Source: an optimization exercise on an open RTL-to-GDS flow (aim: small area and a short achievable clock period). Production flows keep margins and buffers that such runs may drop. Only simulation tests tie the RTL to the original design; equivalence was not proved. No activity file was given, so power comes from the tool's default toggle rates.

== before ==
==> flow/design.v <==
module proc(DIN, Resetn, Clock, Run, Done, BusWires);
	input [15:0] DIN;
	input Resetn, Clock, Run;
	output Done;
	output [15:0] BusWires;
	reg [1:0] T;
	reg [8:0] IR;
	reg [15:0] acc;
	reg accg, gnz;
	reg [7:0] rs;
	reg racc, rdin;
	reg acc_en, sub_en;
	reg [15:0] R0, R1, R2, R3, R4, R5, R6, R7;
	wire [2:0] I = IR[8:6];
	wire [2:0] X = IR[5:3];
	wire [2:0] Y = IR[2:0];
	wire t0 = (T == 2'd0);
	wire t1 = (T == 2'd1);
	wire t2 = (T == 2'd2);
	wire t3 = (T == 2'd3);
	wire op_mv   = (I == 3'b000);
	wire op_mvi  = (I == 3'b001);
	wire op_as   = (I[2:1] == 2'b01);
	wire op_sub  = (I == 3'b011);
	wire op_st   = (I == 3'b100);
	wire op_ld   = (I == 3'b101);
	wire op_mvnz = (I == 3'b110);
	wire op_sh   = (I == 3'b111);
	wire gnz_now = accg ? (|acc) : gnz;
	wire wr = (t1 & (op_mv | op_mvi | (op_mvnz & gnz_now))) | (t2 & (op_ld | op_sh)) | (t3 & op_as);
	assign Done = (t1 & (op_mv | op_mvi | op_mvnz)) | (t2 & (op_ld | op_sh)) | (t3 & op_as);
	wire [15:0] nrbus, wbus;
	genvar i;
	generate for (i = 0; i < 16; i = i + 1) begin : bus
		wire x0, x1, x2, x3, v, ya, u;
		g_aoi22 m0(.a1(R0[i]), .a2(rs[0]), .b1(R1[i]), .b2(rs[1]), .y(x0));
		g_aoi22 m1(.a1(R2[i]), .a2(rs[2]), .b1(R3[i]), .b2(rs[3]), .y(x1));
		g_aoi22 m2(.a1(R4[i]), .a2(rs[4]), .b1(R5[i]), .b2(rs[5]), .y(x2));
		g_aoi22 m3(.a1(R6[i]), .a2(rs[6]), .b1(R7[i]), .b2(rs[7]), .y(x3));
		g_and4 m4(.a(x0), .b(x1), .c(x2), .d(x3), .y(v));
		g_nand2 m5(.a(acc[i]), .b(racc), .y(ya));
		g_nand2 m6(.a(DIN[i]), .b(rdin), .y(u));
		g_nand3 m7(.a(v), .b(ya), .c(u), .y(BusWires[i]));
		g_nand3 m8(.a(v), .b(ya), .c(u), .y(wbus[i]));
		assign nrbus[i] = v;
	end endgenerate
	wire [2:0] dop = wbus[15:13];
	wire d_as  = (dop[2:1] == 2'b01);
	wire d_rdx = d_as | (dop == 3'b100);
	wire d_rdy = (dop == 3'b000) | (dop == 3'b101) | ((dop == 3'b110) & gnz_now);
	wire [2:0] sidx_n = t0 ? (d_rdx ? wbus[12:10] : wbus[9:7]) : Y;
	wire rd_n = t0 ? (Run & (d_rdx | d_rdy)) : (t1 & (op_as | op_st | op_sh));
	wire [7:0] rs_n;
	g_dec8 drs(.en(rd_n), .s(sidx_n), .y(rs_n));
	wire racc_n = t2 & op_as;
	wire acc_en_n = (t0 & Run & d_as) | (t1 & op_as);
	wire sub_en_n = t0 ? (dop == 3'b011) : op_sub;
	wire [15:0] sum;
	g_addsub alu(.a(acc), .nb(nrbus), .inv(sub_en), .y(sum));
	always @(posedge Clock, negedge Resetn)
		if (!Resetn) begin
			T <= 2'd0;
			rs <= 8'd0;
			racc <= 1'b0;
			rdin <= 1'b1;
			acc_en <= 1'b0;
		end else begin
			case (T)
				2'd0: T <= Run ? 2'd1 : 2'd0;
				2'd1: T <= Done ? 2'd0 : 2'd2;
				2'd2: T <= 2'd3;
				2'd3: T <= 2'd0;
			endcase
			rs <= rs_n;
			racc <= racc_n;
			rdin <= ~(rd_n | racc_n);
			acc_en <= acc_en_n;
		end
	always @(posedge Clock)
		sub_en <= sub_en_n;
	wire [8:0] IR_n;
	g_hold9 hir(.en(t0), .d(wbus[15:7]), .q(IR), .y(IR_n));
	always @(posedge Clock) begin
		IR <= IR_n;
		acc <= {16{acc_en}} & sum;
		accg <= t2 & op_as;
	end
	always @(posedge Clock)
		if (accg)
			gnz <= |acc;
	wire [7:0] we;
	g_dec8 dwe(.en(wr), .s(X), .y(we));
	wire [15:0] R0_n, R1_n, R2_n, R3_n, R4_n, R5_n, R6_n, R7_n;
	g_hold16 h0(.en(we[0]), .d(wbus), .q(R0), .y(R0_n));
	g_hold16 h1(.en(we[1]), .d(wbus), .q(R1), .y(R1_n));
	g_hold16 h2(.en(we[2]), .d(wbus), .q(R2), .y(R2_n));
	g_hold16 h3(.en(we[3]), .d(wbus), .q(R3), .y(R3_n));
	g_hold16 h4(.en(we[4]), .d(wbus), .q(R4), .y(R4_n));
	g_hold16 h5(.en(we[5]), .d(wbus), .q(R5), .y(R5_n));
	g_hold16 h6(.en(we[6]), .d(wbus), .q(R6), .y(R6_n));
	g_hold16 h7(.en(we[7]), .d(wbus), .q(R7), .y(R7_n));
	always @(posedge Clock) begin
		R0 <= R0_n;
		R1 <= R1_n;
		R2 <= R2_n;
		R3 <= R3_n;
		R4 <= R4_n;
		R5 <= R5_n;
		R6 <= R6_n;
		R7 <= R7_n;
	end
endmodule
module g_aoi22(a1, a2, b1, b2, y);
	input a1, a2, b1, b2;
	output y;
	assign y = ~((a1 & a2) | (b1 & b2));
endmodule
module g_nand2(a, b, y);
	input a, b;
	output y;
	assign y = ~(a & b);
endmodule
module g_nand3(a, b, c, y);
	input a, b, c;
	output y;
	assign y = ~(a & b & c);
endmodule
module g_and4(a, b, c, d, y);
	input a, b, c, d;
	output y;
	assign y = a & b & c & d;
endmodule
module g_hold16(en, d, q, y);
	input en;
	input [15:0] d, q;
	output [15:0] y;
	wire nen = ~en;
	genvar i;
	generate for (i = 0; i < 16; i = i + 1) begin : b
		g_ao22 m(.a1(en), .a2(d[i]), .b1(nen), .b2(q[i]), .y(y[i]));
	end endgenerate
endmodule
module g_hold9(en, d, q, y);
	input en;
	input [8:0] d, q;
	output [8:0] y;
	wire nen = ~en;
	genvar i;
	generate for (i = 0; i < 9; i = i + 1) begin : b
		g_ao22 m(.a1(en), .a2(d[i]), .b1(nen), .b2(q[i]), .y(y[i]));
	end endgenerate
endmodule
module g_ao22(a1, a2, b1, b2, y);
	input a1, a2, b1, b2;
	output y;
	assign y = (a1 & a2) | (b1 & b2);
endmodule
module g_addsub(a, nb, inv, y);
	input [15:0] a, nb;
	wire [15:0] b = ~nb;
	input inv;
	output [15:0] y;
	wire [15:0] aa = a;
	wire [15:0] p = aa ^ b;
	wire [15:0] g = aa & b;
	wire gg0 = g[1] | (p[1] & g[0]);
	wire gg1 = g[3] | (p[3] & g[2]);
	wire pp1 = p[3] & p[2];
	wire gg2 = g[5] | (p[5] & g[4]);
	wire pp2 = p[5] & p[4];
	wire gg3 = g[7] | (p[7] & g[6]);
	wire pp3 = p[7] & p[6];
	wire gg4 = g[9] | (p[9] & g[8]);
	wire pp4 = p[9] & p[8];
	wire gg5 = g[11] | (p[11] & g[10]);
	wire pp5 = p[11] & p[10];
	wire gg6 = g[13] | (p[13] & g[12]);
	wire pp6 = p[13] & p[12];
	wire gg7 = g[15] | (p[15] & g[14]);
	wire pp7 = p[15] & p[14];
	wire gg8 = gg1 | (pp1 & gg0);
	wire gg9 = gg3 | (pp3 & gg2);
	wire pp9 = pp3 & pp2;
	wire gg10 = gg5 | (pp5 & gg4);
	wire pp10 = pp5 & pp4;
	wire gg11 = gg7 | (pp7 & gg6);
	wire pp11 = pp7 & pp6;
	wire gg12 = gg9 | (pp9 & gg8);
	wire gg13 = gg11 | (pp11 & gg10);
	wire pp13 = pp11 & pp10;
	wire gg14 = gg13 | (pp13 & gg12);
	wire gg15 = gg10 | (pp10 & gg12);
	wire gg16 = gg2 | (pp2 & gg8);
	wire gg17 = gg4 | (pp4 & gg12);
	wire gg18 = gg6 | (pp6 & gg15);
	wire gg19 = g[2] | (p[2] & gg0);
	wire gg20 = g[4] | (p[4] & gg8);
	wire gg21 = g[6] | (p[6] & gg16);
	wire gg22 = g[8] | (p[8] & gg12);
	wire gg23 = g[10] | (p[10] & gg17);
	wire gg24 = g[12] | (p[12] & gg15);
	wire gg25 = g[14] | (p[14] & gg18);
	wire [15:0] c = {gg25, gg18, gg24, gg15, gg23, gg17, gg22, gg12, gg21, gg16, gg20, gg8, gg19, gg0, g[0], 1'b0};
	assign y = p ^ c ^ {16{inv}};
endmodule
module g_dec8(en, s, y);
	input en;
	input [2:0] s;
	output [7:0] y;
	wire nen = ~en;
	wire [2:0] ns = ~s;
	genvar k;
	generate for (k = 0; k < 8; k = k + 1) begin : d
		g_nor4 m(.a(nen), .b(k[2] ? ns[2] : s[2]), .c(k[1] ? ns[1] : s[1]), .d(k[0] ? ns[0] : s[0]), .y(y[k]));
	end endgenerate
endmodule
module g_nor4(a, b, c, d, y);
	input a, b, c, d;
	output y;
	assign y = ~(a | b | c | d);
endmodule
==> flow/config.mk <==
export PLATFORM = sky130hd
export DESIGN_NAME = proc
export DESIGN_NICKNAME = proc
export VERILOG_FILES = /design/flow/design.v
export SDC_FILE = /design/flow/constraint.sdc
export NUM_CORES = 4
export LEC_CHECK = 0
export CAP_MARGIN = 20
export CORE_MARGIN = 2
export CORE_UTILIZATION = 40
export CTS_BUF_LIST = sky130_fd_sc_hd__clkbuf_4 sky130_fd_sc_hd__clkbuf_8
export PLACE_DENSITY = 0.6
export SETUP_SLACK_MARGIN = 4.2
export SLEW_MARGIN = 20
export SYNTH_HIERARCHICAL = 1
==> flow/constraint.sdc <==
create_clock -name core_clock -period 8.0 [get_ports {Clock}]
set_input_delay 1.6000 -clock core_clock [delete_from_list [all_inputs] [get_ports {Clock}]]
set_output_delay 1.6000 -clock core_clock [all_outputs]
set_load 0.01 [all_outputs]
standard.sh (not shown) runs the stock make flow with config.mk's settings and CLKGATE_MAP_FILE= SYNTH_SCRIPT=/design/flow/synth_recipe.tcl, a recipe that flattens the netlist after the stock synthesis.
==> flow/flow/run.sh <==
#!/bin/bash
# Standard layout (the standard.sh) with these changes:
#  - ABC maps for a 3 fF load per gate instead of 5 fF, which keeps the
#    one-gate modules of the bus multiplexer at their smallest size;
#  - plain buf_2 cells as the port buffers, and the resizer free to pick any
#    cell footprint;
#  - clock tree synthesis without dummy load cells.
# The ORFS run's output goes to flow_make.log; each ORFS step also keeps its
# own log under orfs/logs/.
set -euo pipefail
bash standard.sh \
  ABC_LOAD_IN_FF=3 \
  MATCH_CELL_FOOTPRINT=0 \
  "BUFFER_PORTS_ARGS=-buffer_cell sky130_fd_sc_hd__buf_2" \
  "CTS_ARGS=-sink_clustering_enable -repair_clock_nets -dont_use_dummy_load -buf_list {sky130_fd_sc_hd__clkbuf_4 sky130_fd_sc_hd__clkbuf_8}" \
  finish > flow_make.log 2>&1
For after, these inputs were changed with respect to before:
-- flow/design.v --
<<< before, line 51
	wire [2:0] sidx_n = t0 ? (d_rdx ? wbus[12:10] : wbus[9:7]) : Y;
	wire rd_n = t0 ? (Run & (d_rdx | d_rdy)) : (t1 & (op_as | op_st | op_sh));
	wire [7:0] rs_n;
	g_dec8 drs(.en(rd_n), .s(sidx_n), .y(rs_n));
	wire racc_n = t2 & op_as;
	wire acc_en_n = (t0 & Run & d_as) | (t1 & op_as);
>>> after, line 51
	wire [2:0] sidx_n = t0 ? (d_rdx ? wbus[12:10] : wbus[9:7]) : Y;
	wire rd_n = t0 ? (Run & (d_rdx | d_rdy)) : (t1 & (op_as | op_st | op_sh));
	wire [7:0] rs_n = {8{rd_n}} & (8'd1 << sidx_n);
	wire racc_n = t2 & op_as;
	wire acc_en_n = (t0 & Run & d_as) | (t1 & op_as);
<<< before, line 74
			rs <= rs_n;
			racc <= racc_n;
			rdin <= ~(rd_n | racc_n);
			acc_en <= acc_en_n;
		end
>>> after, line 73
			rs <= rs_n;
			racc <= racc_n;
			rdin <= ~(|rs_n | racc_n);
			acc_en <= acc_en_n;
		end
<<< before, line 89
		if (accg)
			gnz <= |acc;
	wire [7:0] we;
	g_dec8 dwe(.en(wr), .s(X), .y(we));
	wire [15:0] R0_n, R1_n, R2_n, R3_n, R4_n, R5_n, R6_n, R7_n;
	g_hold16 h0(.en(we[0]), .d(wbus), .q(R0), .y(R0_n));
>>> after, line 88
		if (accg)
			gnz <= |acc;
	wire [7:0] we = {8{wr}} & (8'd1 << X);
	wire [15:0] R0_n, R1_n, R2_n, R3_n, R4_n, R5_n, R6_n, R7_n;
	g_hold16 h0(.en(we[0]), .d(wbus), .q(R0), .y(R0_n));
<<< before, line 204
	assign y = p ^ c ^ {16{inv}};
endmodule
module g_dec8(en, s, y);
	input en;
	input [2:0] s;
	output [7:0] y;
	wire nen = ~en;
	wire [2:0] ns = ~s;
	genvar k;
	generate for (k = 0; k < 8; k = k + 1) begin : d
		g_nor4 m(.a(nen), .b(k[2] ? ns[2] : s[2]), .c(k[1] ? ns[1] : s[1]), .d(k[0] ? ns[0] : s[0]), .y(y[k]));
	end endgenerate
endmodule
module g_nor4(a, b, c, d, y);
	input a, b, c, d;
	output y;
	assign y = ~(a | b | c | d);
endmodule
>>> after, line 202
	assign y = p ^ c ^ {16{inv}};
endmodule
[summary]
Relative area of clock buffers and inverters in the final design essentially unchanged between after and before. Between before and after, met1 track demand over resource in global routing is higher for before, after comes in under that. Diff after..before | final wirelength | negligible. Between before and after, the difference in sum of internal, switching and leakage power is negligible. Looking at before and after, the synthesized cell count is a wash. Achievable frequency improves in after relative to before. Higher global-route wire length before repair goes to before over after. before has a higher count of inverters not on the clock network in the layout than after. Comparing the two runs side by side, after comes out ahead of before on setup slack. Between before and after, the total of flip-flops plus latches after synthesis does not differ in any meaningful way. before reports its worst setup path startpoint as DIN[0] while after reports DIN[7].

-- separate check: timing with driven ports --
No port has a modelled driver above. Below, the same layouts with a new extraction and two added sets of constraints.
Step 1 sets driving cells, clkbuf_16 on the clock port and buf_2 on the other inputs (assumed; they add their load-dependent delay and slew).
Step 2 moves the port delays by t, midway between the first and last clock arrival at a register: inputs arrive t later, outputs are due t later. That takes back most of the time a late clock gives input paths.
Three values: ideal ports, drivers, drivers and shift; two values: the first two.
run	t, ns	setup slack, ns	worst setup path after step 2	worst register clock-pin slew, ns	worst data-port slew with drivers (ns)
before	0.475	4.314 / 4.275 / 3.946	input to register	0.09 / 0.09	0.05
after	0.495	4.358 / 4.338 / 4.207	input to register	0.10 / 0.10	0.03
After both steps every run listed still meets setup and hold. The setup slack of before, which loses most, moves by -0.039 ns with the drivers and by -0.368 ns with both steps.
